Source: an optimization exercise on an open RTL-to-GDS flow (aim: small area, a short achievable clock period and few clock cycles per item). Production flows keep margins and buffers that such runs may drop. Where RTL was checked, it was by simulation tests only, not by an equivalence proof against the original. No functional check of the RTL was part of run 2. Power is estimated from default activity; no workload was simulated.

==> flow/design.v (outline; a module is shown in full before it is edited, if it fits) <==
// module filter: 1583 lines
module filter
 #(parameter DWIDTH = 16,
   parameter DDWIDTH = 2*DWIDTH,
	parameter L = 160,
	parameter L_LOG = 8,
	parameter M = 147,
	parameter M_LOG = 8,
	parameter CWIDTH = 4*L,
	parameter J = 4,
	parameter J_LOG = 2)
  (input clk,
   input rst,
	output req_in,
	input ack_in,
	input signed [0:DWIDTH-1] data_in,
	output req_out,
	input ack_out,
	output signed [0:DWIDTH-1] data_out);
  // ...
==> flow/flow/run.sh <==
#!/bin/bash
# The standard layout (standard.sh), with these changes:
#  - synthesis skips the quick ABC pass inside Yosys's synth, so the adder
#    trees reach the full-adder extraction as written (same registers);
#  - timing repair aims below the clock period (larger setup margin).
set -euo pipefail
bash standard.sh SYNTH_ARGS=-noabc SETUP_SLACK_MARGIN=6.9 finish > standard_make.log 2>&1
==> flow/standard.sh <==
#!/bin/bash
# synth_recipe.tcl (not shown) runs the flow's synth.tcl, then flattens the netlist and writes it again
# the make line also repeats each setting of config.mk as NAME=value (left out here)
make -C /OpenROAD-flow-scripts/flow DESIGN_CONFIG=/design/flow/config.mk WORK_HOME=/design/flow/orfs CLKGATE_MAP_FILE= SYNTH_SCRIPT=/design/flow/synth_recipe.tcl "${@:-finish}"
==> flow/config.mk <==
export PLATFORM = sky130hd
export DESIGN_NAME = filter
export DESIGN_NICKNAME = filter
export VERILOG_FILES = /design/flow/design.v
export SDC_FILE = /design/flow/constraint.sdc
export NUM_CORES = 4
export LEC_CHECK = 0
export CAP_MARGIN = 20
export CORE_MARGIN = 2
export CORE_UTILIZATION = 40
export CTS_CLUSTER_DIAMETER = 100
export CTS_CLUSTER_SIZE = 25
export SLEW_MARGIN = 20
export SYNTH_MEMORY_MAX_BITS = 16384
==> flow/constraint.sdc <==
create_clock -name core_clock -period 10.0 [get_ports {clk}]
set_input_delay 2.0000 -clock core_clock [delete_from_list [all_inputs] [get_ports {clk}]]
set_output_delay 2.0000 -clock core_clock [all_outputs]
set_load 0.01 [all_outputs]
==> summary.txt, run 1 <==
* Root Buffer: clkbuf_16
* Multi-input comb cells at 1945
* Critical path cell sequence: buf_2
* Comb pwr share at 0.579
* Worst Path Required at 8.00 ns
* Tcrit/Tclk final at 0.308
* DR top layer: met4
* CP Launch Type: flip-flop
* CTS Buffer Depth at 3
* Max H-tree Level at 1
* Least-Margin Pin Slew at 0.938 ns
* DP Wirelength at 56700 um
* Die area at 67200 um2
* Placed cell count at 3300
* Slowest Stage Delay on Critical Path at 0.37 ns
* Top Registers: r1 x114, acc x31, cr x27
* Combinational power at 4.85 mW
* CP endpoint: data_out[12]
* Core box area at 64500 um2
* Critical R2R Launch: a[5]
* Count leader, synth: dfxtp_1
* Layout Skew at 0.0247 ns
* Worst path buffer plus inverter count at 1
* First-pass DRT Iterations at 6
* Int Power at 4.80 mW
* Crit Path Max Fanout at 1
* M1 GR Usage at 0.325
* Hold Crit Depth at 0
* Placed Instance Area at 26700 um2
* Dominant cell type by area after synthesis: dfxtp_1
* Total sequential power at 2.56 mW
* First-pass GRT wire length at 125000 um
* Top reg by flops: r1
* Simple-Gate Fraction of Synth Area at 0.0982
* Largest net degree at the start of global routing at 65
* CTS tree: done
* Power Density at 303 nW/um2
* Tmin final at 3.08 ns
* Hold Path End: x2[5]
* Cells after synthesis at 2629
* Run status: finished clean
* CTS clock-pin slew for the worst setup and hold paths at 0.10 ns
* Ant diodes at 0
* Finished Cell Area at 27600 um2
* Worst rel slew slack at 0.373
Testbench counts, summed over its fixed seeds: cycles 10,280, items 5,120.
==> inputs of run 2 (changes only) <==
--- a/flow/design.v
+++ b/flow/design.v
@@ -1093,422 +1093,411 @@
   wire t319 = t228 ^ t230 ^ t231;
   wire t320 = (t228 & t230) | (t228 & t231) | (t230 & t231);
   wire t321 = ng0[6] ^ (((on0[7] & m0[11]) | (tw0[7] & m0[10])) ^ ~ng0[7]) ^ (((tw1[5] & m1[14])) ^ ng1[5]);
   wire t322 = (ng0[6] & (((on0[7] & m0[11]) | (tw0[7] & m0[10])) ^ ~ng0[7])) | (ng0[6] & (((tw1[5] & m1[14])) ^ ng1[5])) | ((((on0[7] & m0[11]) | (tw0[7] & m0[10])) ^ ~ng0[7]) & (((tw1[5] & m1[14])) ^ ng1[5]));
   wire t323 = (((on1[6] & m1[13]) | (tw1[6] & m1[12])) ^ ng1[6]) ^ (((on1[7] & m1[11]) | (tw1[7] & m1[10])) ^ ng1[7]) ^ t232;
   wire t324 = ((((on1[6] & m1[13]) | (tw1[6] & m1[12])) ^ ng1[6]) & (((on1[7] & m1[11]) | (tw1[7] & m1[10])) ^ ng1[7])) | ((((on1[6] & m1[13]) | (tw1[6] & m1[12])) ^ ng1[6]) & t232) | ((((on1[7] & m1[11]) | (tw1[7] & m1[10])) ^ ng1[7]) & t232);
   wire t325 = ~ng1[5] ^ (((tw0[7] & m0[11])) ^ ~ng0[7]) ^ (((on1[6] & m1[14]) | (tw1[6] & m1[13])) ^ ng1[6]);
   wire t326 = (~ng1[5] & (((tw0[7] & m0[11])) ^ ~ng0[7])) | (~ng1[5] & (((on1[6] & m1[14]) | (tw1[6] & m1[13])) ^ ng1[6])) | ((((tw0[7] & m0[11])) ^ ~ng0[7]) & (((on1[6] & m1[14]) | (tw1[6] & m1[13])) ^ ng1[6]));
-  reg [114:0] r1;
+  wire t327 = ng0[7] ^ (((tw1[6] & m1[14])) ^ ng1[6]) ^ (((on1[7] & m1[13]) | (tw1[7] & m1[12])) ^ ng1[7]);
+  wire t328 = (ng0[7] & (((tw1[6] & m1[14])) ^ ng1[6])) | (ng0[7] & (((on1[7] & m1[13]) | (tw1[7] & m1[12])) ^ ng1[7])) | ((((tw1[6] & m1[14])) ^ ng1[6]) & (((on1[7] & m1[13]) | (tw1[7] & m1[12])) ^ ng1[7]));
+  wire t329 = (((on1[7] & m1[12]) | (tw1[7] & m1[11])) ^ ng1[7]) ^ t322 ^ t325;
+  wire t330 = ((((on1[7] & m1[12]) | (tw1[7] & m1[11])) ^ ng1[7]) & t322) | ((((on1[7] & m1[12]) | (tw1[7] & m1[11])) ^ ng1[7]) & t325) | (t322 & t325);
+  wire t331 = t318 ^ t321 ^ t320;
+  wire t332 = (t318 & t321) | (t318 & t320) | (t321 & t320);
+  wire t333 = t317 ^ t314 ^ t319;
+  wire t334 = (t317 & t314) | (t317 & t319) | (t314 & t319);
+  wire t335 = t310 ^ t313 ^ t312;
+  wire t336 = (t310 & t313) | (t310 & t312) | (t313 & t312);
+  wire t337 = t306 ^ t309 ^ t308;
+  wire t338 = (t306 & t309) | (t306 & t308) | (t309 & t308);
+  wire t339 = t305 ^ t302 ^ t304;
+  wire t340 = (t305 & t302) | (t305 & t304) | (t302 & t304);
+  wire t341 = t298 ^ t301 ^ t303;
+  wire t342 = (t298 & t301) | (t298 & t303) | (t301 & t303);
+  wire t343 = ~ng0[0] ^ ng1[0] ^ (((on0[0] & m0[0])) ^ ~ng0[0]);
+  wire t344 = (~ng0[0] & ng1[0]) | (~ng0[0] & (((on0[0] & m0[0])) ^ ~ng0[0])) | (ng1[0] & (((on0[0] & m0[0])) ^ ~ng0[0]));
+  reg [105:0] r1;
   always @(posedge clk) begin
-    r1[0] <= ~ng0[0];
-    r1[1] <= ng1[0];
-    r1[2] <= (((on0[0] & m0[0])) ^ ~ng0[0]);
-    r1[3] <= (((on1[0] & m1[0])) ^ ng1[0]);
-    r1[4] <= (((on0[0] & m0[1]) | (tw0[0] & m0[0])) ^ ~ng0[0]);
-    r1[5] <= (((on1[0] & m1[1]) | (tw1[0] & m1[0])) ^ ng1[0]);
-    r1[6] <= t233;
-    r1[7] <= (((on0[1] & m0[0])) ^ ~ng0[1]);
-    r1[8] <= (((on1[0] & m1[2]) | (tw1[0] & m1[1])) ^ ng1[0]);
-    r1[9] <= (((on1[1] & m1[0])) ^ ng1[1]);
-    r1[10] <= t234;
+    r1[0] <= (((on1[0] & m1[0])) ^ ng1[0]);
+    r1[1] <= t343;
+    r1[2] <= (((on0[0] & m0[1]) | (tw0[0] & m0[0])) ^ ~ng0[0]);
+    r1[3] <= (((on1[0] & m1[1]) | (tw1[0] & m1[0])) ^ ng1[0]);
+    r1[4] <= t344;
+    r1[5] <= (((on0[1] & m0[0])) ^ ~ng0[1]);
+    r1[6] <= (((on1[0] & m1[2]) | (tw1[0] & m1[1])) ^ ng1[0]);
+    r1[7] <= (((on1[1] & m1[0])) ^ ng1[1]);
+    r1[8] <= t233;
+    r1[9] <= (((on1[0] & m1[3]) | (tw1[0] & m1[2])) ^ ng1[0]);
+    r1[10] <= (((on1[1] & m1[1]) | (tw1[1] & m1[0])) ^ ng1[1]);
     r1[11] <= t235;
-    r1[12] <= (((on1[0] & m1[3]) | (tw1[0] & m1[2])) ^ ng1[0]);
-    r1[13] <= (((on1[1] & m1[1]) | (tw1[1] & m1[0])) ^ ng1[1]);
-    r1[14] <= t236;
+    r1[12] <= t234;
+    r1[13] <= t236;
+    r1[14] <= t239;
     r1[15] <= t237;
-    r1[16] <= t239;
-    r1[17] <= t123;
+    r1[16] <= t123;
+    r1[17] <= t240;
     r1[18] <= t238;
-    r1[19] <= t240;
-    r1[20] <= t241;
-    r1[21] <= t243;
-    r1[22] <= t242;
+    r1[19] <= t241;
+    r1[20] <= t243;
+    r1[21] <= t242;
+    r1[22] <= t245;
     r1[23] <= t244;
-    r1[24] <= t245;
-    r1[25] <= t247;
-    r1[26] <= t246;
-    r1[27] <= t248;
-    r1[28] <= t249;
-    r1[29] <= t251;
-    r1[30] <= t250;
-    r1[31] <= t252;
-    r1[32] <= t253;
-    r1[33] <= t255;
-    r1[34] <= t254;
+    r1[24] <= t247;
+    r1[25] <= t246;
+    r1[26] <= t248;
+    r1[27] <= t249;
+    r1[28] <= t251;
+    r1[29] <= t250;
+    r1[30] <= t252;
+    r1[31] <= t253;
+    r1[32] <= t255;
+    r1[33] <= t254;
+    r1[34] <= t257;
     r1[35] <= t256;
-    r1[36] <= t257;
-    r1[37] <= t259;
-    r1[38] <= t258;
+    r1[36] <= t259;
+    r1[37] <= t258;
+    r1[38] <= t261;
     r1[39] <= t260;
-    r1[40] <= t261;
-    r1[41] <= t263;
-    r1[42] <= t262;
+    r1[40] <= t263;
+    r1[41] <= t262;
+    r1[42] <= t265;
     r1[43] <= t264;
-    r1[44] <= t265;
-    r1[45] <= t267;
-    r1[46] <= t266;
-    r1[47] <= t268;
-    r1[48] <= t269;
-    r1[49] <= t271;
-    r1[50] <= t270;
+    r1[44] <= t267;
+    r1[45] <= t266;
+    r1[46] <= t268;
+    r1[47] <= t269;
+    r1[48] <= t271;
+    r1[49] <= t270;
+    r1[50] <= t273;
     r1[51] <= t272;
-    r1[52] <= t273;
-    r1[53] <= t275;
-    r1[54] <= t274;
+    r1[52] <= t275;
+    r1[53] <= t274;
+    r1[54] <= t277;
     r1[55] <= t276;
-    r1[56] <= t277;
-    r1[57] <= t279;
-    r1[58] <= t278;
+    r1[56] <= t279;
+    r1[57] <= t278;
+    r1[58] <= t281;
     r1[59] <= t280;
-    r1[60] <= t281;
-    r1[61] <= t283;
-    r1[62] <= t282;
+    r1[60] <= t283;
+    r1[61] <= t282;
+    r1[62] <= t285;
     r1[63] <= t284;
-    r1[64] <= t285;
-    r1[65] <= t287;
+    r1[64] <= t287;
+    r1[65] <= t289;
     r1[66] <= t286;
     r1[67] <= t288;
-    r1[68] <= t289;
-    r1[69] <= t291;
-    r1[70] <= t290;
+    r1[68] <= t291;
+    r1[69] <= t290;
+    r1[70] <= t293;
     r1[71] <= t292;
-    r1[72] <= t293;
-    r1[73] <= t295;
-    r1[74] <= t294;
+    r1[72] <= t295;
+    r1[73] <= t294;
+    r1[74] <= t297;
     r1[75] <= t296;
-    r1[76] <= t297;
-    r1[77] <= t299;
-    r1[78] <= t298;
-    r1[79] <= t300;
-    r1[80] <= t301;
-    r1[81] <= t303;
-    r1[82] <= t302;
-    r1[83] <= t304;
-    r1[84] <= t305;
-    r1[85] <= t307;
-    r1[86] <= t306;
-    r1[87] <= t308;
-    r1[88] <= t309;
-    r1[89] <= t311;
-    r1[90] <= t310;
-    r1[91] <= t312;
-    r1[92] <= t313;
-    r1[93] <= t315;
-    r1[94] <= t314;
-    r1[95] <= t316;
-    r1[96] <= t317;
-    r1[97] <= t319;
-    r1[98] <= t318;
-    r1[99] <= t320;
-    r1[100] <= t321;
-    r1[101] <= t323;
-    r1[102] <= t322;
-    r1[103] <= t324;
-    r1[104] <= t325;
-    r1[105] <= (((on1[7] & m1[12]) | (tw1[7] & m1[11])) ^ ng1[7]);
-    r1[106] <= t326;
-    r1[107] <= ng0[7];
-    r1[108] <= (((tw1[6] & m1[14])) ^ ng1[6]);
-    r1[109] <= (((on1[7] & m1[13]) | (tw1[7] & m1[12])) ^ ng1[7]);
-    r1[110] <= ~ng1[6];
-    r1[111] <= (((on1[7] & m1[14]) | (tw1[7] & m1[13])) ^ ng1[7]);
-    r1[112] <= 1'b1;
-    r1[113] <= (((tw1[7] & m1[14])) ^ ng1[7]);
-    r1[114] <= ~ng1[7];
+    r1[76] <= t299;
+    r1[77] <= t300;
+    r1[78] <= t341;
+    r1[79] <= t307;
+    r1[80] <= t339;
+    r1[81] <= t342;
+    r1[82] <= t311;
+    r1[83] <= t337;
+    r1[84] <= t340;
+    r1[85] <= t315;
+    r1[86] <= t335;
+    r1[87] <= t338;
+    r1[88] <= t316;
+    r1[89] <= t333;
+    r1[90] <= t336;
+    r1[91] <= t323;
+    r1[92] <= t331;
+    r1[93] <= t334;
+    r1[94] <= t324;
+    r1[95] <= t329;
+    r1[96] <= t332;
+    r1[97] <= t326;
+    r1[98] <= t327;
+    r1[99] <= t330;
+    r1[100] <= ~ng1[6];
+    r1[101] <= (((on1[7] & m1[14]) | (tw1[7] & m1[13])) ^ ng1[7]);
+    r1[102] <= t328;
+    r1[103] <= 1'b1;
+    r1[104] <= (((tw1[7] & m1[14])) ^ ng1[7]);
+    r1[105] <= ~ng1[7];
   end
   wire [30:0] ts, tc;
-  wire t327 = r1[0] ^ r1[1];
-  wire t328 = r1[0] & r1[1];
-  wire t329 = r1[6] ^ r1[7];
-  wire t330 = r1[6] & r1[7];
-  wire t331 = r1[10] ^ r1[11] ^ r1[12];
-  wire t332 = (r1[10] & r1[11]) | (r1[10] & r1[12]) | (r1[11] & r1[12]);
-  wire t333 = r1[14] ^ r1[15] ^ r1[16];
-  wire t334 = (r1[14] & r1[15]) | (r1[14] & r1[16]) | (r1[15] & r1[16]);
-  wire t335 = r1[17] ^ (acc[4] & fb_en);
-  wire t336 = r1[17] & (acc[4] & fb_en);
-  wire t337 = r1[18] ^ r1[19] ^ r1[20];
-  wire t338 = (r1[18] & r1[19]) | (r1[18] & r1[20]) | (r1[19] & r1[20]);
-  wire t339 = r1[21] ^ (acc[5] & fb_en);
-  wire t340 = r1[21] & (acc[5] & fb_en);
-  wire t341 = r1[22] ^ r1[23] ^ r1[24];
-  wire t342 = (r1[22] & r1[23]) | (r1[22] & r1[24]) | (r1[23] & r1[24]);
-  wire t343 = r1[25] ^ (acc[6] & fb_en);
-  wire t344 = r1[25] & (acc[6] & fb_en);
-  wire t345 = r1[26] ^ r1[27] ^ r1[28];
-  wire t346 = (r1[26] & r1[27]) | (r1[26] & r1[28]) | (r1[27] & r1[28]);
-  wire t347 = r1[29] ^ (acc[7] & fb_en);
-  wire t348 = r1[29] & (acc[7] & fb_en);
-  wire t349 = r1[30] ^ r1[31] ^ r1[32];
-  wire t350 = (r1[30] & r1[31]) | (r1[30] & r1[32]) | (r1[31] & r1[32]);
-  wire t351 = r1[33] ^ (acc[8] & fb_en) ^ (ac[1] & fb_en);
-  wire t352 = (r1[33] & (acc[8] & fb_en)) | (r1[33] & (ac[1] & fb_en)) | ((acc[8] & fb_en) & (ac[1] & fb_en));
-  wire t353 = r1[34] ^ r1[35] ^ r1[36];
-  wire t354 = (r1[34] & r1[35]) | (r1[34] & r1[36]) | (r1[35] & r1[36]);
-  wire t355 = r1[37] ^ (acc[9] & fb_en);
-  wire t356 = r1[37] & (acc[9] & fb_en);
-  wire t357 = r1[38] ^ r1[39] ^ r1[40];
-  wire t358 = (r1[38] & r1[39]) | (r1[38] & r1[40]) | (r1[39] & r1[40]);
-  wire t359 = r1[41] ^ (acc[10] & fb_en);
-  wire t360 = r1[41] & (acc[10] & fb_en);
-  wire t361 = r1[42] ^ r1[43] ^ r1[44];
-  wire t362 = (r1[42] & r1[43]) | (r1[42] & r1[44]) | (r1[43] & r1[44]);
-  wire t363 = r1[45] ^ (acc[11] & fb_en);
-  wire t364 = r1[45] & (acc[11] & fb_en);
-  wire t365 = r1[46] ^ r1[47] ^ r1[48];
-  wire t366 = (r1[46] & r1[47]) | (r1[46] & r1[48]) | (r1[47] & r1[48]);
-  wire t367 = r1[49] ^ (acc[12] & fb_en) ^ (ac[2] & fb_en);
-  wire t368 = (r1[49] & (acc[12] & fb_en)) | (r1[49] & (ac[2] & fb_en)) | ((acc[12] & fb_en) & (ac[2] & fb_en));
-  wire t369 = r1[50] ^ r1[51] ^ r1[52];
-  wire t370 = (r1[50] & r1[51]) | (r1[50] & r1[52]) | (r1[51] & r1[52]);
-  wire t371 = r1[53] ^ (acc[13] & fb_en);
-  wire t372 = r1[53] & (acc[13] & fb_en);
-  wire t373 = r1[54] ^ r1[55] ^ r1[56];
-  wire t374 = (r1[54] & r1[55]) | (r1[54] & r1[56]) | (r1[55] & r1[56]);
-  wire t375 = r1[57] ^ (acc[14] & fb_en);
-  wire t376 = r1[57] & (acc[14] & fb_en);
-  wire t377 = r1[58] ^ r1[59] ^ r1[60];
-  wire t378 = (r1[58] & r1[59]) | (r1[58] & r1[60]) | (r1[59] & r1[60]);
-  wire t379 = r1[61] ^ (acc[15] & fb_en);
-  wire t380 = r1[61] & (acc[15] & fb_en);
-  wire t381 = r1[62] ^ r1[63] ^ r1[64];
-  wire t382 = (r1[62] & r1[63]) | (r1[62] & r1[64]) | (r1[63] & r1[64]);
-  wire t383 = r1[65] ^ (acc[16] & fb_en) ^ (ac[3] & fb_en);
-  wire t384 = (r1[65] & (acc[16] & fb_en)) | (r1[65] & (ac[3] & fb_en)) | ((acc[16] & fb_en) & (ac[3] & fb_en));
-  wire t385 = r1[66] ^ r1[67] ^ r1[68];
-  wire t386 = (r1[66] & r1[67]) | (r1[66] & r1[68]) | (r1[67] & r1[68]);
-  wire t387 = r1[69] ^ (acc[17] & fb_en);
-  wire t388 = r1[69] & (acc[17] & fb_en);
-  wire t389 = r1[70] ^ r1[71] ^ r1[72];
-  wire t390 = (r1[70] & r1[71]) | (r1[70] & r1[72]) | (r1[71] & r1[72]);
-  wire t391 = r1[73] ^ (acc[18] & fb_en);
-  wire t392 = r1[73] & (acc[18] & fb_en);
-  wire t393 = r1[74] ^ r1[75] ^ r1[76];
-  wire t394 = (r1[74] & r1[75]) | (r1[74] & r1[76]) | (r1[75] & r1[76]);
-  wire t395 = r1[77] ^ (acc[19] & fb_en);
-  wire t396 = r1[77] & (acc[19] & fb_en);
-  wire t397 = r1[78] ^ r1[79] ^ r1[80];
-  wire t398 = (r1[78] & r1[79]) | (r1[78] & r1[80]) | (r1[79] & r1[80]);
-  wire t399 = r1[81] ^ (acc[20] & fb_en) ^ (ac[4] & fb_en);
-  wire t400 = (r1[81] & (acc[20] & fb_en)) | (r1[81] & (ac[4] & fb_en)) | ((acc[20] & fb_en) & (ac[4] & fb_en));
-  wire t401 = r1[82] ^ r1[83] ^ r1[84];
-  wire t402 = (r1[82] & r1[83]) | (r1[82] & r1[84]) | (r1[83] & r1[84]);
-  wire t403 = r1[85] ^ (acc[21] & fb_en);
-  wire t404 = r1[85] & (acc[21] & fb_en);
-  wire t405 = r1[86] ^ r1[87] ^ r1[88];
-  wire t406 = (r1[86] & r1[87]) | (r1[86] & r1[88]) | (r1[87] & r1[88]);
-  wire t407 = r1[89] ^ (acc[22] & fb_en);
-  wire t408 = r1[89] & (acc[22] & fb_en);
-  wire t409 = r1[90] ^ r1[91] ^ r1[92];
-  wire t410 = (r1[90] & r1[91]) | (r1[90] & r1[92]) | (r1[91] & r1[92]);
-  wire t411 = r1[93] ^ (acc[23] & fb_en);
-  wire t412 = r1[93] & (acc[23] & fb_en);
-  wire t413 = r1[94] ^ r1[95] ^ r1[96];
-  wire t414 = (r1[94] & r1[95]) | (r1[94] & r1[96]) | (r1[95] & r1[96]);
-  wire t415 = r1[97] ^ (acc[24] & fb_en) ^ (ac[5] & fb_en);
-  wire t416 = (r1[97] & (acc[24] & fb_en)) | (r1[97] & (ac[5] & fb_en)) | ((acc[24] & fb_en) & (ac[5] & fb_en));
-  wire t417 = r1[98] ^ r1[99] ^ r1[100];
-  wire t418 = (r1[98] & r1[99]) | (r1[98] & r1[100]) | (r1[99] & r1[100]);
-  wire t419 = r1[101] ^ (acc[25] & fb_en);
-  wire t420 = r1[101] & (acc[25] & fb_en);
-  wire t421 = r1[102] ^ r1[103] ^ r1[104];
-  wire t422 = (r1[102] & r1[103]) | (r1[102] & r1[104]) | (r1[103] & r1[104]);
-  wire t423 = r1[105] ^ (acc[26] & fb_en);
-  wire t424 = r1[105] & (acc[26] & fb_en);
-  wire t425 = r1[106] ^ r1[107] ^ r1[108];
-  wire t426 = (r1[106] & r1[107]) | (r1[106] & r1[108]) | (r1[107] & r1[108]);
-  wire t427 = r1[109] ^ (acc[27] & fb_en);
-  wire t428 = r1[109] & (acc[27] & fb_en);
-  wire t429 = r1[110] ^ r1[111] ^ (acc[28] & fb_en);
-  wire t430 = (r1[110] & r1[111]) | (r1[110] & (acc[28] & fb_en)) | (r1[111] & (acc[28] & fb_en));
+  wire t345 = r1[5] ^ r1[6];
+  wire t346 = r1[5] & r1[6];
+  wire t347 = r1[9] ^ r1[10] ^ r1[11];
+  wire t348 = (r1[9] & r1[10]) | (r1[9] & r1[11]) | (r1[10] & r1[11]);
+  wire t349 = r1[13] ^ r1[14] ^ r1[15];
+  wire t350 = (r1[13] & r1[14]) | (r1[13] & r1[15]) | (r1[14] & r1[15]);
+  wire t351 = r1[16] ^ (acc[4] & fb_en);
+  wire t352 = r1[16] & (acc[4] & fb_en);
+  wire t353 = r1[17] ^ r1[18] ^ r1[19];
+  wire t354 = (r1[17] & r1[18]) | (r1[17] & r1[19]) | (r1[18] & r1[19]);
+  wire t355 = r1[20] ^ (acc[5] & fb_en);
+  wire t356 = r1[20] & (acc[5] & fb_en);
+  wire t357 = r1[21] ^ r1[22] ^ r1[23];
+  wire t358 = (r1[21] & r1[22]) | (r1[21] & r1[23]) | (r1[22] & r1[23]);
+  wire t359 = r1[24] ^ (acc[6] & fb_en);
+  wire t360 = r1[24] & (acc[6] & fb_en);
+  wire t361 = r1[25] ^ r1[26] ^ r1[27];
+  wire t362 = (r1[25] & r1[26]) | (r1[25] & r1[27]) | (r1[26] & r1[27]);
+  wire t363 = r1[28] ^ (acc[7] & fb_en);
+  wire t364 = r1[28] & (acc[7] & fb_en);
+  wire t365 = r1[29] ^ r1[30] ^ r1[31];
+  wire t366 = (r1[29] & r1[30]) | (r1[29] & r1[31]) | (r1[30] & r1[31]);
+  wire t367 = r1[32] ^ (acc[8] & fb_en) ^ (ac[1] & fb_en);
+  wire t368 = (r1[32] & (acc[8] & fb_en)) | (r1[32] & (ac[1] & fb_en)) | ((acc[8] & fb_en) & (ac[1] & fb_en));
+  wire t369 = r1[33] ^ r1[34] ^ r1[35];
+  wire t370 = (r1[33] & r1[34]) | (r1[33] & r1[35]) | (r1[34] & r1[35]);
+  wire t371 = r1[36] ^ (acc[9] & fb_en);
+  wire t372 = r1[36] & (acc[9] & fb_en);
+  wire t373 = r1[37] ^ r1[38] ^ r1[39];
+  wire t374 = (r1[37] & r1[38]) | (r1[37] & r1[39]) | (r1[38] & r1[39]);
+  wire t375 = r1[40] ^ (acc[10] & fb_en);
+  wire t376 = r1[40] & (acc[10] & fb_en);
+  wire t377 = r1[41] ^ r1[42] ^ r1[43];
+  wire t378 = (r1[41] & r1[42]) | (r1[41] & r1[43]) | (r1[42] & r1[43]);
+  wire t379 = r1[44] ^ (acc[11] & fb_en);
+  wire t380 = r1[44] & (acc[11] & fb_en);
+  wire t381 = r1[45] ^ r1[46] ^ r1[47];
+  wire t382 = (r1[45] & r1[46]) | (r1[45] & r1[47]) | (r1[46] & r1[47]);
+  wire t383 = r1[48] ^ (acc[12] & fb_en) ^ (ac[2] & fb_en);
+  wire t384 = (r1[48] & (acc[12] & fb_en)) | (r1[48] & (ac[2] & fb_en)) | ((acc[12] & fb_en) & (ac[2] & fb_en));
+  wire t385 = r1[49] ^ r1[50] ^ r1[51];
+  wire t386 = (r1[49] & r1[50]) | (r1[49] & r1[51]) | (r1[50] & r1[51]);
+  wire t387 = r1[52] ^ (acc[13] & fb_en);
+  wire t388 = r1[52] & (acc[13] & fb_en);
+  wire t389 = r1[53] ^ r1[54] ^ r1[55];
+  wire t390 = (r1[53] & r1[54]) | (r1[53] & r1[55]) | (r1[54] & r1[55]);
+  wire t391 = r1[56] ^ (acc[14] & fb_en);
+  wire t392 = r1[56] & (acc[14] & fb_en);
+  wire t393 = r1[57] ^ r1[58] ^ r1[59];
+  wire t394 = (r1[57] & r1[58]) | (r1[57] & r1[59]) | (r1[58] & r1[59]);
+  wire t395 = r1[60] ^ (acc[15] & fb_en);
+  wire t396 = r1[60] & (acc[15] & fb_en);
+  wire t397 = r1[61] ^ r1[62] ^ r1[63];
+  wire t398 = (r1[61] & r1[62]) | (r1[61] & r1[63]) | (r1[62] & r1[63]);
+  wire t399 = r1[64] ^ (acc[16] & fb_en) ^ (ac[3] & fb_en);
+  wire t400 = (r1[64] & (acc[16] & fb_en)) | (r1[64] & (ac[3] & fb_en)) | ((acc[16] & fb_en) & (ac[3] & fb_en));
+  wire t401 = r1[65] ^ r1[66] ^ r1[67];
+  wire t402 = (r1[65] & r1[66]) | (r1[65] & r1[67]) | (r1[66] & r1[67]);
+  wire t403 = r1[68] ^ (acc[17] & fb_en);
+  wire t404 = r1[68] & (acc[17] & fb_en);
+  wire t405 = r1[69] ^ r1[70] ^ r1[71];
+  wire t406 = (r1[69] & r1[70]) | (r1[69] & r1[71]) | (r1[70] & r1[71]);
+  wire t407 = r1[72] ^ (acc[18] & fb_en);
+  wire t408 = r1[72] & (acc[18] & fb_en);
+  wire t409 = r1[73] ^ r1[74] ^ r1[75];
+  wire t410 = (r1[73] & r1[74]) | (r1[73] & r1[75]) | (r1[74] & r1[75]);
+  wire t411 = r1[76] ^ (acc[19] & fb_en);
+  wire t412 = r1[76] & (acc[19] & fb_en);
+  wire t413 = r1[77] ^ r1[78] ^ (acc[20] & fb_en);
+  wire t414 = (r1[77] & r1[78]) | (r1[77] & (acc[20] & fb_en)) | (r1[78] & (acc[20] & fb_en));
+  wire t415 = r1[79] ^ r1[80];
+  wire t416 = r1[79] & r1[80];
+  wire t417 = r1[82] ^ r1[83];
+  wire t418 = r1[82] & r1[83];
+  wire t419 = r1[85] ^ r1[86];
+  wire t420 = r1[85] & r1[86];
+  wire t421 = r1[88] ^ r1[89] ^ r1[90];
+  wire t422 = (r1[88] & r1[89]) | (r1[88] & r1[90]) | (r1[89] & r1[90]);
+  wire t423 = r1[91] ^ r1[92];
+  wire t424 = r1[91] & r1[92];
+  wire t425 = r1[94] ^ r1[95];
+  wire t426 = r1[94] & r1[95];
+  wire t427 = r1[97] ^ r1[98];
+  wire t428 = r1[97] & r1[98];
+  wire t429 = r1[100] ^ r1[101] ^ r1[102];
+  wire t430 = (r1[100] & r1[101]) | (r1[100] & r1[102]) | (r1[101] & r1[102]);
   wire t431 = r1[2] ^ r1[3];
   wire t432 = r1[2] & r1[3];
-  wire t433 = r1[4] ^ r1[5] ^ t328;
-  wire t434 = (r1[4] & r1[5]) | (r1[4] & t328) | (r1[5] & t328);
-  wire t435 = r1[8] ^ r1[9] ^ t329;
-  wire t436 = (r1[8] & r1[9]) | (r1[8] & t329) | (r1[9] & t329);
-  wire t437 = r1[13] ^ t330 ^ (acc[3] & fb_en);
-  wire t438 = (r1[13] & t330) | (r1[13] & (acc[3] & fb_en)) | (t330 & (acc[3] & fb_en));
-  wire t439 = (ac[0] & fb_en) ^ t332 ^ t333;
-  wire t440 = ((ac[0] & fb_en) & t332) | ((ac[0] & fb_en) & t333) | (t332 & t333);
-  wire t441 = t334 ^ t337 ^ t336;
-  wire t442 = (t334 & t337) | (t334 & t336) | (t337 & t336);
-  wire t443 = t338 ^ t341 ^ t340;
-  wire t444 = (t338 & t341) | (t338 & t340) | (t341 & t340);
-  wire t445 = t342 ^ t345 ^ t344;
-  wire t446 = (t342 & t345) | (t342 & t344) | (t345 & t344);
-  wire t447 = t346 ^ t349 ^ t348;
-  wire t448 = (t346 & t349) | (t346 & t348) | (t349 & t348);
-  wire t449 = t350 ^ t353 ^ t355;
-  wire t450 = (t350 & t353) | (t350 & t355) | (t353 & t355);
-  wire t451 = t354 ^ t357 ^ t356;
-  wire t452 = (t354 & t357) | (t354 & t356) | (t357 & t356);
-  wire t453 = t358 ^ t361 ^ t360;
-  wire t454 = (t358 & t361) | (t358 & t360) | (t361 & t360);
-  wire t455 = t362 ^ t365 ^ t364;
-  wire t456 = (t362 & t365) | (t362 & t364) | (t365 & t364);
-  wire t457 = t366 ^ t369 ^ t371;
-  wire t458 = (t366 & t369) | (t366 & t371) | (t369 & t371);
-  wire t459 = t370 ^ t373 ^ t372;
-  wire t460 = (t370 & t373) | (t370 & t372) | (t373 & t372);
-  wire t461 = t374 ^ t377 ^ t376;
-  wire t462 = (t374 & t377) | (t374 & t376) | (t377 & t376);
-  wire t463 = t378 ^ t381 ^ t380;
-  wire t464 = (t378 & t381) | (t378 & t380) | (t381 & t380);
-  wire t465 = t382 ^ t385 ^ t387;
-  wire t466 = (t382 & t385) | (t382 & t387) | (t385 & t387);
-  wire t467 = t386 ^ t389 ^ t388;
-  wire t468 = (t386 & t389) | (t386 & t388) | (t389 & t388);
-  wire t469 = t390 ^ t393 ^ t392;
-  wire t470 = (t390 & t393) | (t390 & t392) | (t393 & t392);
-  wire t471 = t394 ^ t397 ^ t396;
-  wire t472 = (t394 & t397) | (t394 & t396) | (t397 & t396);
-  wire t473 = t398 ^ t401 ^ t403;
-  wire t474 = (t398 & t401) | (t398 & t403) | (t401 & t403);
-  wire t475 = t402 ^ t405 ^ t404;
-  wire t476 = (t402 & t405) | (t402 & t404) | (t405 & t404);
-  wire t477 = t406 ^ t409 ^ t408;
-  wire t478 = (t406 & t409) | (t406 & t408) | (t409 & t408);
-  wire t479 = t410 ^ t413 ^ t412;
-  wire t480 = (t410 & t413) | (t410 & t412) | (t413 & t412);
-  wire t481 = t414 ^ t417 ^ t419;
-  wire t482 = (t414 & t417) | (t414 & t419) | (t417 & t419);
-  wire t483 = t418 ^ t421 ^ t420;
-  wire t484 = (t418 & t421) | (t418 & t420) | (t421 & t420);
-  wire t485 = t422 ^ t425 ^ t424;
-  wire t486 = (t422 & t425) | (t422 & t424) | (t425 & t424);
-  wire t487 = (ac[6] & fb_en) ^ t426 ^ t428;
-  wire t488 = ((ac[6] & fb_en) & t426) | ((ac[6] & fb_en) & t428) | (t426 & t428);
-  wire t489 = r1[112] ^ r1[113] ^ (acc[29] & fb_en);
-  wire t490 = (r1[112] & r1[113]) | (r1[112] & (acc[29] & fb_en)) | (r1[113] & (acc[29] & fb_en));
-  wire t491 = t431 ^ t327;
-  wire t492 = t431 & t327;
-  wire t493 = t432 ^ (acc[1] & fb_en) ^ t433;
-  wire t494 = (t432 & (acc[1] & fb_en)) | (t432 & t433) | ((acc[1] & fb_en) & t433);
-  wire t495 = (acc[2] & fb_en) ^ t434 ^ t435;
-  wire t496 = ((acc[2] & fb_en) & t434) | ((acc[2] & fb_en) & t435) | (t434 & t435);
-  wire t497 = t331 ^ t436 ^ t437;
-  wire t498 = (t331 & t436) | (t331 & t437) | (t436 & t437);
-  wire t499 = t335 ^ t438 ^ t439;
-  wire t500 = (t335 & t438) | (t335 & t439) | (t438 & t439);
-  wire t501 = t339 ^ t440 ^ t441;
-  wire t502 = (t339 & t440) | (t339 & t441) | (t440 & t441);
-  wire t503 = t343 ^ t442 ^ t443;
-  wire t504 = (t343 & t442) | (t343 & t443) | (t442 & t443);
-  wire t505 = t347 ^ t444 ^ t445;
-  wire t506 = (t347 & t444) | (t347 & t445) | (t444 & t445);
-  wire t507 = t351 ^ t446 ^ t447;
-  wire t508 = (t351 & t446) | (t351 & t447) | (t446 & t447);
-  wire t509 = t352 ^ t448 ^ t449;
-  wire t510 = (t352 & t448) | (t352 & t449) | (t448 & t449);
-  wire t511 = t359 ^ t450 ^ t451;
-  wire t512 = (t359 & t450) | (t359 & t451) | (t450 & t451);
-  wire t513 = t363 ^ t452 ^ t453;
-  wire t514 = (t363 & t452) | (t363 & t453) | (t452 & t453);
-  wire t515 = t367 ^ t454 ^ t455;
-  wire t516 = (t367 & t454) | (t367 & t455) | (t454 & t455);
-  wire t517 = t368 ^ t456 ^ t457;
-  wire t518 = (t368 & t456) | (t368 & t457) | (t456 & t457);
-  wire t519 = t375 ^ t458 ^ t459;
-  wire t520 = (t375 & t458) | (t375 & t459) | (t458 & t459);
-  wire t521 = t379 ^ t460 ^ t461;
-  wire t522 = (t379 & t460) | (t379 & t461) | (t460 & t461);
-  wire t523 = t383 ^ t462 ^ t463;
-  wire t524 = (t383 & t462) | (t383 & t463) | (t462 & t463);
-  wire t525 = t384 ^ t464 ^ t465;
-  wire t526 = (t384 & t464) | (t384 & t465) | (t464 & t465);
-  wire t527 = t391 ^ t466 ^ t467;
-  wire t528 = (t391 & t466) | (t391 & t467) | (t466 & t467);
-  wire t529 = t395 ^ t468 ^ t469;
-  wire t530 = (t395 & t468) | (t395 & t469) | (t468 & t469);
-  wire t531 = t399 ^ t470 ^ t471;
-  wire t532 = (t399 & t470) | (t399 & t471) | (t470 & t471);
-  wire t533 = t400 ^ t472 ^ t473;
-  wire t534 = (t400 & t472) | (t400 & t473) | (t472 & t473);
-  wire t535 = t407 ^ t474 ^ t475;
-  wire t536 = (t407 & t474) | (t407 & t475) | (t474 & t475);
-  wire t537 = t411 ^ t476 ^ t477;
-  wire t538 = (t411 & t476) | (t411 & t477) | (t476 & t477);
-  wire t539 = t415 ^ t478 ^ t479;
-  wire t540 = (t415 & t478) | (t415 & t479) | (t478 & t479);
-  wire t541 = t416 ^ t480 ^ t481;
-  wire t542 = (t416 & t480) | (t416 & t481) | (t480 & t481);
-  wire t543 = t423 ^ t482 ^ t483;
-  wire t544 = (t423 & t482) | (t423 & t483) | (t482 & t483);
-  wire t545 = t427 ^ t484 ^ t485;
-  wire t546 = (t427 & t484) | (t427 & t485) | (t484 & t485);
-  wire t547 = t429 ^ t486 ^ t487;
-  wire t548 = (t429 & t486) | (t429 & t487) | (t486 & t487);
-  wire t549 = t430 ^ t489 ^ t488;
-  wire t550 = (t430 & t489) | (t430 & t488) | (t489 & t488);
-  wire t551 = r1[114] ^ (acc[30] & fb_en) ^ t490;
-  assign ts[0] = t491;
+  wire t433 = r1[7] ^ r1[8] ^ t345;
+  wire t434 = (r1[7] & r1[8]) | (r1[7] & t345) | (r1[8] & t345);
+  wire t435 = r1[12] ^ t346 ^ (acc[3] & fb_en);
+  wire t436 = (r1[12] & t346) | (r1[12] & (acc[3] & fb_en)) | (t346 & (acc[3] & fb_en));
+  wire t437 = (ac[0] & fb_en) ^ t348 ^ t349;
+  wire t438 = ((ac[0] & fb_en) & t348) | ((ac[0] & fb_en) & t349) | (t348 & t349);
+  wire t439 = t350 ^ t353 ^ t352;
+  wire t440 = (t350 & t353) | (t350 & t352) | (t353 & t352);
+  wire t441 = t354 ^ t357 ^ t356;
+  wire t442 = (t354 & t357) | (t354 & t356) | (t357 & t356);
+  wire t443 = t358 ^ t361 ^ t360;
+  wire t444 = (t358 & t361) | (t358 & t360) | (t361 & t360);
+  wire t445 = t362 ^ t365 ^ t364;
+  wire t446 = (t362 & t365) | (t362 & t364) | (t365 & t364);
+  wire t447 = t366 ^ t369 ^ t371;
+  wire t448 = (t366 & t369) | (t366 & t371) | (t369 & t371);
+  wire t449 = t370 ^ t373 ^ t372;
+  wire t450 = (t370 & t373) | (t370 & t372) | (t373 & t372);
+  wire t451 = t374 ^ t377 ^ t376;
+  wire t452 = (t374 & t377) | (t374 & t376) | (t377 & t376);
+  wire t453 = t378 ^ t381 ^ t380;
+  wire t454 = (t378 & t381) | (t378 & t380) | (t381 & t380);
+  wire t455 = t382 ^ t385 ^ t387;
+  wire t456 = (t382 & t385) | (t382 & t387) | (t385 & t387);
+  wire t457 = t386 ^ t389 ^ t388;
+  wire t458 = (t386 & t389) | (t386 & t388) | (t389 & t388);
+  wire t459 = t390 ^ t393 ^ t392;
+  wire t460 = (t390 & t393) | (t390 & t392) | (t393 & t392);
+  wire t461 = t394 ^ t397 ^ t396;
+  wire t462 = (t394 & t397) | (t394 & t396) | (t397 & t396);
+  wire t463 = t398 ^ t401 ^ t403;
+  wire t464 = (t398 & t401) | (t398 & t403) | (t401 & t403);
+  wire t465 = t402 ^ t405 ^ t404;
+  wire t466 = (t402 & t405) | (t402 & t404) | (t405 & t404);
+  wire t467 = t406 ^ t409 ^ t408;
+  wire t468 = (t406 & t409) | (t406 & t408) | (t409 & t408);
+  wire t469 = (ac[4] & fb_en) ^ t410 ^ t412;
+  wire t470 = ((ac[4] & fb_en) & t410) | ((ac[4] & fb_en) & t412) | (t410 & t412);
+  wire t471 = r1[81] ^ t415 ^ (acc[21] & fb_en);
+  wire t472 = (r1[81] & t415) | (r1[81] & (acc[21] & fb_en)) | (t415 & (acc[21] & fb_en));
+  wire t473 = r1[84] ^ t416 ^ t417;
+  wire t474 = (r1[84] & t416) | (r1[84] & t417) | (t416 & t417);
+  wire t475 = r1[87] ^ t418 ^ t419;
+  wire t476 = (r1[87] & t418) | (r1[87] & t419) | (t418 & t419);
+  wire t477 = t420 ^ (acc[24] & fb_en) ^ (ac[5] & fb_en);
+  wire t478 = (t420 & (acc[24] & fb_en)) | (t420 & (ac[5] & fb_en)) | ((acc[24] & fb_en) & (ac[5] & fb_en));
+  wire t479 = r1[93] ^ t423 ^ (acc[25] & fb_en);
+  wire t480 = (r1[93] & t423) | (r1[93] & (acc[25] & fb_en)) | (t423 & (acc[25] & fb_en));
+  wire t481 = r1[96] ^ t424 ^ t425;
+  wire t482 = (r1[96] & t424) | (r1[96] & t425) | (t424 & t425);
+  wire t483 = r1[99] ^ t426 ^ t427;
+  wire t484 = (r1[99] & t426) | (r1[99] & t427) | (t426 & t427);
+  wire t485 = t428 ^ (acc[28] & fb_en) ^ (ac[6] & fb_en);
+  wire t486 = (t428 & (acc[28] & fb_en)) | (t428 & (ac[6] & fb_en)) | ((acc[28] & fb_en) & (ac[6] & fb_en));
+  wire t487 = r1[103] ^ r1[104] ^ (acc[29] & fb_en);
+  wire t488 = (r1[103] & r1[104]) | (r1[103] & (acc[29] & fb_en)) | (r1[104] & (acc[29] & fb_en));
+  wire t489 = r1[0] ^ r1[1];
+  wire t490 = r1[0] & r1[1];
+  wire t491 = r1[4] ^ t431 ^ (acc[1] & fb_en);
+  wire t492 = (r1[4] & t431) | (r1[4] & (acc[1] & fb_en)) | (t431 & (acc[1] & fb_en));
+  wire t493 = t432 ^ (acc[2] & fb_en) ^ t433;
+  wire t494 = (t432 & (acc[2] & fb_en)) | (t432 & t433) | ((acc[2] & fb_en) & t433);
+  wire t495 = t347 ^ t434 ^ t435;
+  wire t496 = (t347 & t434) | (t347 & t435) | (t434 & t435);
+  wire t497 = t351 ^ t436 ^ t437;
+  wire t498 = (t351 & t436) | (t351 & t437) | (t436 & t437);
+  wire t499 = t355 ^ t438 ^ t439;
+  wire t500 = (t355 & t438) | (t355 & t439) | (t438 & t439);
+  wire t501 = t359 ^ t440 ^ t441;
+  wire t502 = (t359 & t440) | (t359 & t441) | (t440 & t441);
+  wire t503 = t363 ^ t442 ^ t443;
+  wire t504 = (t363 & t442) | (t363 & t443) | (t442 & t443);
+  wire t505 = t367 ^ t444 ^ t445;
+  wire t506 = (t367 & t444) | (t367 & t445) | (t444 & t445);
+  wire t507 = t368 ^ t446 ^ t447;
+  wire t508 = (t368 & t446) | (t368 & t447) | (t446 & t447);
+  wire t509 = t375 ^ t448 ^ t449;
+  wire t510 = (t375 & t448) | (t375 & t449) | (t448 & t449);
+  wire t511 = t379 ^ t450 ^ t451;
+  wire t512 = (t379 & t450) | (t379 & t451) | (t450 & t451);
+  wire t513 = t383 ^ t452 ^ t453;
+  wire t514 = (t383 & t452) | (t383 & t453) | (t452 & t453);
+  wire t515 = t384 ^ t454 ^ t455;
+  wire t516 = (t384 & t454) | (t384 & t455) | (t454 & t455);
+  wire t517 = t391 ^ t456 ^ t457;
+  wire t518 = (t391 & t456) | (t391 & t457) | (t456 & t457);
+  wire t519 = t395 ^ t458 ^ t459;
+  wire t520 = (t395 & t458) | (t395 & t459) | (t458 & t459);
+  wire t521 = t399 ^ t460 ^ t461;
+  wire t522 = (t399 & t460) | (t399 & t461) | (t460 & t461);
+  wire t523 = t400 ^ t462 ^ t463;
+  wire t524 = (t400 & t462) | (t400 & t463) | (t462 & t463);
+  wire t525 = t407 ^ t464 ^ t465;
+  wire t526 = (t407 & t464) | (t407 & t465) | (t464 & t465);
+  wire t527 = t411 ^ t466 ^ t467;
+  wire t528 = (t411 & t466) | (t411 & t467) | (t466 & t467);
+  wire t529 = t413 ^ t468 ^ t469;
+  wire t530 = (t413 & t468) | (t413 & t469) | (t468 & t469);
+  wire t531 = t414 ^ t471 ^ t470;
+  wire t532 = (t414 & t471) | (t414 & t470) | (t471 & t470);
+  wire t533 = (acc[22] & fb_en) ^ t473 ^ t472;
+  wire t534 = ((acc[22] & fb_en) & t473) | ((acc[22] & fb_en) & t472) | (t473 & t472);
+  wire t535 = (acc[23] & fb_en) ^ t474 ^ t475;
+  wire t536 = ((acc[23] & fb_en) & t474) | ((acc[23] & fb_en) & t475) | (t474 & t475);
+  wire t537 = t421 ^ t476 ^ t477;
+  wire t538 = (t421 & t476) | (t421 & t477) | (t476 & t477);
+  wire t539 = t422 ^ t478 ^ t479;
+  wire t540 = (t422 & t478) | (t422 & t479) | (t478 & t479);
+  wire t541 = (acc[26] & fb_en) ^ t481 ^ t480;
+  wire t542 = ((acc[26] & fb_en) & t481) | ((acc[26] & fb_en) & t480) | (t481 & t480);
+  wire t543 = (acc[27] & fb_en) ^ t482 ^ t483;
+  wire t544 = ((acc[27] & fb_en) & t482) | ((acc[27] & fb_en) & t483) | (t482 & t483);
+  wire t545 = t429 ^ t484 ^ t485;
+  wire t546 = (t429 & t484) | (t429 & t485) | (t484 & t485);
+  wire t547 = t430 ^ t486 ^ t487;
+  wire t548 = (t430 & t486) | (t430 & t487) | (t486 & t487);
+  wire t549 = r1[105] ^ (acc[30] & fb_en) ^ t488;
+  assign ts[0] = t489;
   assign tc[0] = (acc[0] & fb_en);
-  assign ts[1] = t492;
-  assign tc[1] = t493;
-  assign ts[2] = t494;
-  assign tc[2] = t495;
-  assign ts[3] = t496;
-  assign tc[3] = t497;
-  assign ts[4] = t498;
-  assign tc[4] = t499;
-  assign ts[5] = t500;
-  assign tc[5] = t501;
-  assign ts[6] = t502;
-  assign tc[6] = t503;
-  assign ts[7] = t504;
-  assign tc[7] = t505;
-  assign ts[8] = t506;
-  assign tc[8] = t507;
-  assign ts[9] = t508;
-  assign tc[9] = t509;
-  assign ts[10] = t510;
-  assign tc[10] = t511;
-  assign ts[11] = t512;
-  assign tc[11] = t513;
-  assign ts[12] = t514;
-  assign tc[12] = t515;
-  assign ts[13] = t516;
-  assign tc[13] = t517;
-  assign ts[14] = t518;
-  assign tc[14] = t519;
-  assign ts[15] = t520;
-  assign tc[15] = t521;
-  assign ts[16] = t522;
-  assign tc[16] = t523;
-  assign ts[17] = t524;
-  assign tc[17] = t525;
-  assign ts[18] = t526;
-  assign tc[18] = t527;
-  assign ts[19] = t528;
-  assign tc[19] = t529;
-  assign ts[20] = t530;
-  assign tc[20] = t531;
-  assign ts[21] = t532;
-  assign tc[21] = t533;
-  assign ts[22] = t534;
-  assign tc[22] = t535;
-  assign ts[23] = t536;
-  assign tc[23] = t537;
-  assign ts[24] = t538;
-  assign tc[24] = t539;
-  assign ts[25] = t540;
-  assign tc[25] = t541;
-  assign ts[26] = t542;
-  assign tc[26] = t543;
-  assign ts[27] = t544;
-  assign tc[27] = t545;
-  assign ts[28] = t546;
-  assign tc[28] = t547;
-  assign ts[29] = t548;
-  assign tc[29] = t549;
-  assign ts[30] = t550;
-  assign tc[30] = t551;
+  assign ts[1] = t490;
+  assign tc[1] = t491;
+  assign ts[2] = t492;
+  assign tc[2] = t493;
+  assign ts[3] = t494;
+  assign tc[3] = t495;
+  assign ts[4] = t496;
+  assign tc[4] = t497;
+  assign ts[5] = t498;
+  assign tc[5] = t499;
+  assign ts[6] = t500;
+  assign tc[6] = t501;
+  assign ts[7] = t502;
+  assign tc[7] = t503;
+  assign ts[8] = t504;
+  assign tc[8] = t505;
+  assign ts[9] = t506;
+  assign tc[9] = t507;
+  assign ts[10] = t508;
+  assign tc[10] = t509;
+  assign ts[11] = t510;
+  assign tc[11] = t511;
+  assign ts[12] = t512;
+  assign tc[12] = t513;
+  assign ts[13] = t514;
+  assign tc[13] = t515;
+  assign ts[14] = t516;
+  assign tc[14] = t517;
+  assign ts[15] = t518;
+  assign tc[15] = t519;
+  assign ts[16] = t520;
+  assign tc[16] = t521;
+  assign ts[17] = t522;
+  assign tc[17] = t523;
+  assign ts[18] = t524;
+  assign tc[18] = t525;
+  assign ts[19] = t526;
+  assign tc[19] = t527;
+  assign ts[20] = t528;
+  assign tc[20] = t529;
+  assign ts[21] = t530;
+  assign tc[21] = t531;
+  assign ts[22] = t532;
+  assign tc[22] = t533;
+  assign ts[23] = t534;
+  assign tc[23] = t535;
+  assign ts[24] = t536;
+  assign tc[24] = t537;
+  assign ts[25] = t538;
+  assign tc[25] = t539;
+  assign ts[26] = t540;
+  assign tc[26] = t541;
+  assign ts[27] = t542;
+  assign tc[27] = t543;
+  assign ts[28] = t544;
+  assign tc[28] = t545;
+  assign ts[29] = t546;
+  assign tc[29] = t547;
+  assign ts[30] = t548;
+  assign tc[30] = t549;
   wire [4:0] cs0 = {1'b0, ts[3:0]} + {1'b0, tc[3:0]};
   always @(posedge clk) begin acc[3:0] <= cs0[3:0]; ac[0] <= cs0[4]; end
   wire [4:0] cs1 = {1'b0, ts[7:4]} + {1'b0, tc[7:4]};
   always @(posedge clk) begin acc[7:4] <= cs1[3:0]; ac[1] <= cs1[4]; end
   wire [4:0] cs2 = {1'b0, ts[11:8]} + {1'b0, tc[11:8]};
   always @(posedge clk) begin acc[11:8] <= cs2[3:0]; ac[2] <= cs2[4]; end
   wire [4:0] cs3 = {1'b0, ts[15:12]} + {1'b0, tc[15:12]};
   always @(posedge clk) begin acc[15:12] <= cs3[3:0]; ac[3] <= cs3[4]; end
==> run 2 against run 1 <==
Against the previous run:
- critical path type is now reg -> reg
- via count increased by 0.96%
- still clean on timing, DRC and antenna
- synthesized cell count decreased by 0.34%
- maximum frequency decreased by 3.0%
- worst hold slack got worse by 0.012 ns
- clock skew increased by 0.025 ns
- global-route usage increased by 2.3 points
==> summary.txt, run 2 <==
* Total power at 8.21 mW (was 8.37 mW)
* Setup crit end kind: flip-flop (was output port)
* First-pass GRT wire length at 133000 um (was 125000 um)
* Busiest layer in global routing: met2 (unchanged)
* Worst min-delay path category: reg -> reg (unchanged)
* Cell Area, Synth at 25800 um2 (was 26000 um2)
* Largest family of logic cells by synthesized area: adder cells (unchanged)
* # port buffers at 37 (unchanged)
* Row count at 93 (unchanged)
* Die area at 66600 um2 (was 67200 um2)
* Max H-tree Level at 1 (unchanged)
* Synth Area in Adders at 0.229 (was 0.227)
* Top-area cell type share of the netlist area at 0.219 (was 0.224)
* Area Growth Syn to Fin at 7.21% (was 6.17%)
* Post-Place Setup Slack at 6.32 ns (was 6.00 ns)
* Post-CTS Hold Fix Bufs at 0 (unchanged)
* Most frequent cells after synthesis: 282 x dfxtp_1, 246 x fa_1, 233 x nand2_1 (was 291 x dfxtp_1, 246 x fa_1, 227 x nand2_1)
* Fin nets at 2841 (was 2823)
* Least-Margin Pin Slew at 1.20 ns (was 0.938 ns)
* Async set or reset register ratio after synthesis at 0 (unchanged)
* P_leak at 10.1 nW (about the same)
* Wirelength, routed at 87700 um (was 81200 um)
* I/O pins at 38 (unchanged)
* Sequential fraction of the synthesis area at 0.312 (was 0.316)
* Starting Density at 0.403 (was 0.404)
* Grt met2 use at 0.414 (was 0.368)
* DP Wirelength at 62500 um (was 56700 um)
* Remaining Overflow, GRT at 0 (unchanged)
* Predominant post-synthesis flop cell: dfxtp_1 (unchanged)
* CTS clock-pin slew for the worst setup and hold paths at 0.10 ns (about the same)
* CTS Buffer Depth at 3 (unchanged)
* Root Buffer: clkbuf_16 (unchanged)
* Die width at 258 um (was 259 um)
* Number of synthesized register bits at 362 (was 371)
* Max frequency at 316 MHz (was 325 MHz)
* Setup Viol. Count Final at 0 (unchanged)
* Final cell count without fillers at 3366 (was 3347)
* CTS tree: done (unchanged)
* Cells after synthesis at 2620 (was 2629)
* GR Util met3 at 0.0400 (was 0.0509)
* Simple-Gate Fraction of Synth Area at 0.104 (was 0.0982)
* Worst rel slew slack at 0.196 (was 0.373)
* Vias in the first global route at 20900 (was 20300)
* Largest register FFs at 105 (was 114)
* Die height at 258 um (was 259 um)
* Top reg by flops: r1 (unchanged)
* Clock Latency Late Sink at 0.60 ns (was 0.57 ns)
* Initial antenna violation count at 0 (unchanged)
* Ant diodes at 0 (unchanged)
* Largest net degree at the start of global routing at 68 (was 65)
* Power Density at 297 nW/um2 (was 303 nW/um2)
* CP max-delay cell: nor2b_1 (was edfxtp_1)
* Total GRT Usage at 0.262 (was 0.239)
* Cts bufs inserted at 23 (was 21)
* Routability Congestion at 1.00 (was 0.976)
* Most frequent cells in the layout: 246 x fa_1, 232 x nand2_1, 225 x dfxtp_1 (was 246 x fa_1, 237 x dfxtp_1, 226 x nand2_1)
* Mapped Nets at 2964 (was 2973)
* Run status: finished clean (unchanged)
* Post-DR vias/cell at 6.05 (was 6.03)
* CP Launch Type: flip-flop (unchanged)
* Crit Path Max Fanout at 44 (was 1)
* Routed len/inst at 26.0 um (was 24.3 um)
* Mux share of post-synthesis cell area at 0.0183 (was 0.0180)
* Final Slew Violations at 0 (unchanged)
* Post-synth EDFFs at 80 (unchanged)
* Layout Skew at 0.0500 ns (was 0.0247 ns)
* Sink Count at 362 (was 371)
* Worst setup path category: reg -> reg (was reg -> out)
* Top post-synthesis cells by area: dfxtp_1 22%, fa_1 19%, edfxtp_1 9.3% (was dfxtp_1 22%, fa_1 19%, edfxtp_1 9.2%)
* First-pass DRT Iterations at 7 (was 6)
* Count leader, synth: dfxtp_1 (unchanged)
* XOR/XNOR share of the synthesized area at 0.0981 (was 0.0979)
* Residual DRC at 0 (unchanged)
* Post-route setup TNS at 0 ns (unchanged)
* Tcrit/Tclk final at 0.317 (was 0.308)
* Mean Syn Cell Area at 9.85 um2 (was 9.90 um2)
* Ys Warns at 1 (unchanged)
* Starting DRT DRC Count at 2241 (was 2384)
* Tmin final at 3.17 ns (was 3.08 ns)
* Via count at 20400 (was 20200)
* Worst EP arrival at 3.69 ns (was 1.08 ns)
* Fin. Hold Viols at 0 (unchanged)
* Critical path cell sequence: buf_6 -> nor2b_1 -> o21ai_0 -> o221ai_1 -> mux2i_2 -> a21oi_1 -> or3_1 (was buf_2)
* Antenna violation net count after detailed routing at 0 (unchanged)
* Distinct cells, synth at 79 (was 82)
* Layout cells sized above 1 at 0.100 (was 0.0971)
* Complex-gate fraction of the synthesized area at 0.191 (was 0.194)
* Commonest non-fill, non-tap cell in the layout: fa_1 (unchanged)
* Worst Path Required at 10.52 ns (was 8.00 ns)
* Max Cap Viol at 0 (unchanged)
* Dominant cell type by area after synthesis: dfxtp_1 (unchanged)
* Final WS setup at 6.83 ns (was 6.92 ns)
* Placed cell count at 3315 (was 3300)
* RSZ-0062 raised after global routing: true (unchanged)
* Maximum VDD drop at 0.165 mV (was 0.163 mV)
* M1 GR Usage at 0.357 (was 0.325)
* Top Registers: r1 x105, acc x31, cr x27 (was r1 x114, acc x31, cr x27)
* Slowest Stage Delay on Critical Path at 0.95 ns (was 0.37 ns)
* Core box area at 64100 um2 (was 64500 um2)
==> run 2: worst paths after layout <==
| path | cells past startpoint | startpoint | slack [ns] | end |
|---|---|---|---|---|
| worst max-delay path | 7 | a[1] | 6.83 | cr[18] |
| worst min-delay path | 0 | x1[4] | 0.42 | x2[4] |
| worst max register to register | 7 | a[1] | 6.83 | cr[18] |
| worst min register to register | 0 | x1[4] | 0.42 | x2[4] |
==> run 2: stage by stage <==
step,instance area (um2),utilization,hold slack (ns)
global placement,26700,0.416,0.413
finish,27700,0.432,0.424
floorplan,25800,-,0.408
CTS,27500,0.430,0.432
global route,27700,0.432,0.438
detailed placement,26700,0.416,0.415
==> run 2: final cells by class <==
cell class                 instances  area (um2)
clock buffer                      30         616
clock inverter                     9         171
fill                            6226       36400
inverter                          69         270
multi-input combinational       1943       16600
sequential                       362        8170
tap                              855        1070
timing repair buffer              98         791
==> run 2: power breakdown <==
part | switching [mW] | internal (mW)
clock network | 0.582 | 0.475
logic | 2.44 | 2.20
registers | 0.498 | 2.01
==> run 2: cell families (layout without fill, tap and decap cells) <==
group,Yosys count,count (layout)
compound gates,715,715
simple gates,569,570
flops,362,362
fa+ha+maj,324,324
buf+inv,316,206
xor+xnor,289,289
mux,45,45
==> run 2: what timing repair did <==
| item | in CTS | in global routing |
|---|---|---|
| setup buffers | 10 | 1 |
| gates resized for setup | 129 | 47 |
| pin swaps | 0 | 1 |
| setup endpoints to repair | 81 | 69 |
| endpoints found under the hold margin | 0 | 0 |
| cloned | 0 | 1 |
==> run 2: per-layer routing <==
layer  share of wire  up-vias
li1                -     8911
met1            0.42    10200
met2            0.45     1062
met3           0.083      215
met4           0.045        0
met5               0        -
==> run 2: critical path: cells and delay by family, from the launching register on <==
kind | cells | cell delay [ns]
mux | 1 | 0.19
simple gates | 2 | 1.11
buf+inv | 1 | 0.40
flops | 1 | 0.72
compound gates | 3 | 0.66

re-timing with driven ports:
The results above use ideal ports. As a check the final layouts listed here were re-extracted and re-timed, cells and wires unchanged.
Step 1 (the two cells are an assumption about what drives the block):
set clk [get_ports {clk}]
set_driving_cell -lib_cell sky130_fd_sc_hd__clkbuf_16 $clk
set_driving_cell -lib_cell sky130_fd_sc_hd__buf_2 [delete_from_list [all_inputs] $clk]
Step 2 adds t to the input delays and takes it off the output delays; t is the mean of the earliest and latest rising clock arrival at the registers after step 1. Input paths then give back, and output paths get back, about the clock's delay inside the block.
a / b / c = no drivers / after step 1 / after step 2; a / b = the first two.
| run | t (ns) | setup slack, ns | worst setup path at the end | clock arrival spread, ns | worst slew at a driven data input, ns |
|---|---|---|---|---|---|
| run 1 | 0.615 | 6.925 / 6.863 / 6.421 | input to register | 0.025 / 0.025 | 0.05 |
| run 2 | 0.643 | 6.831 / 6.823 / 6.558 | input to register | 0.051 / 0.051 | 0.08 |
After both steps every run listed still meets setup and hold. The setup slack of run 1, which loses most, moves by -0.062 ns with the drivers and by -0.504 ns with both steps.
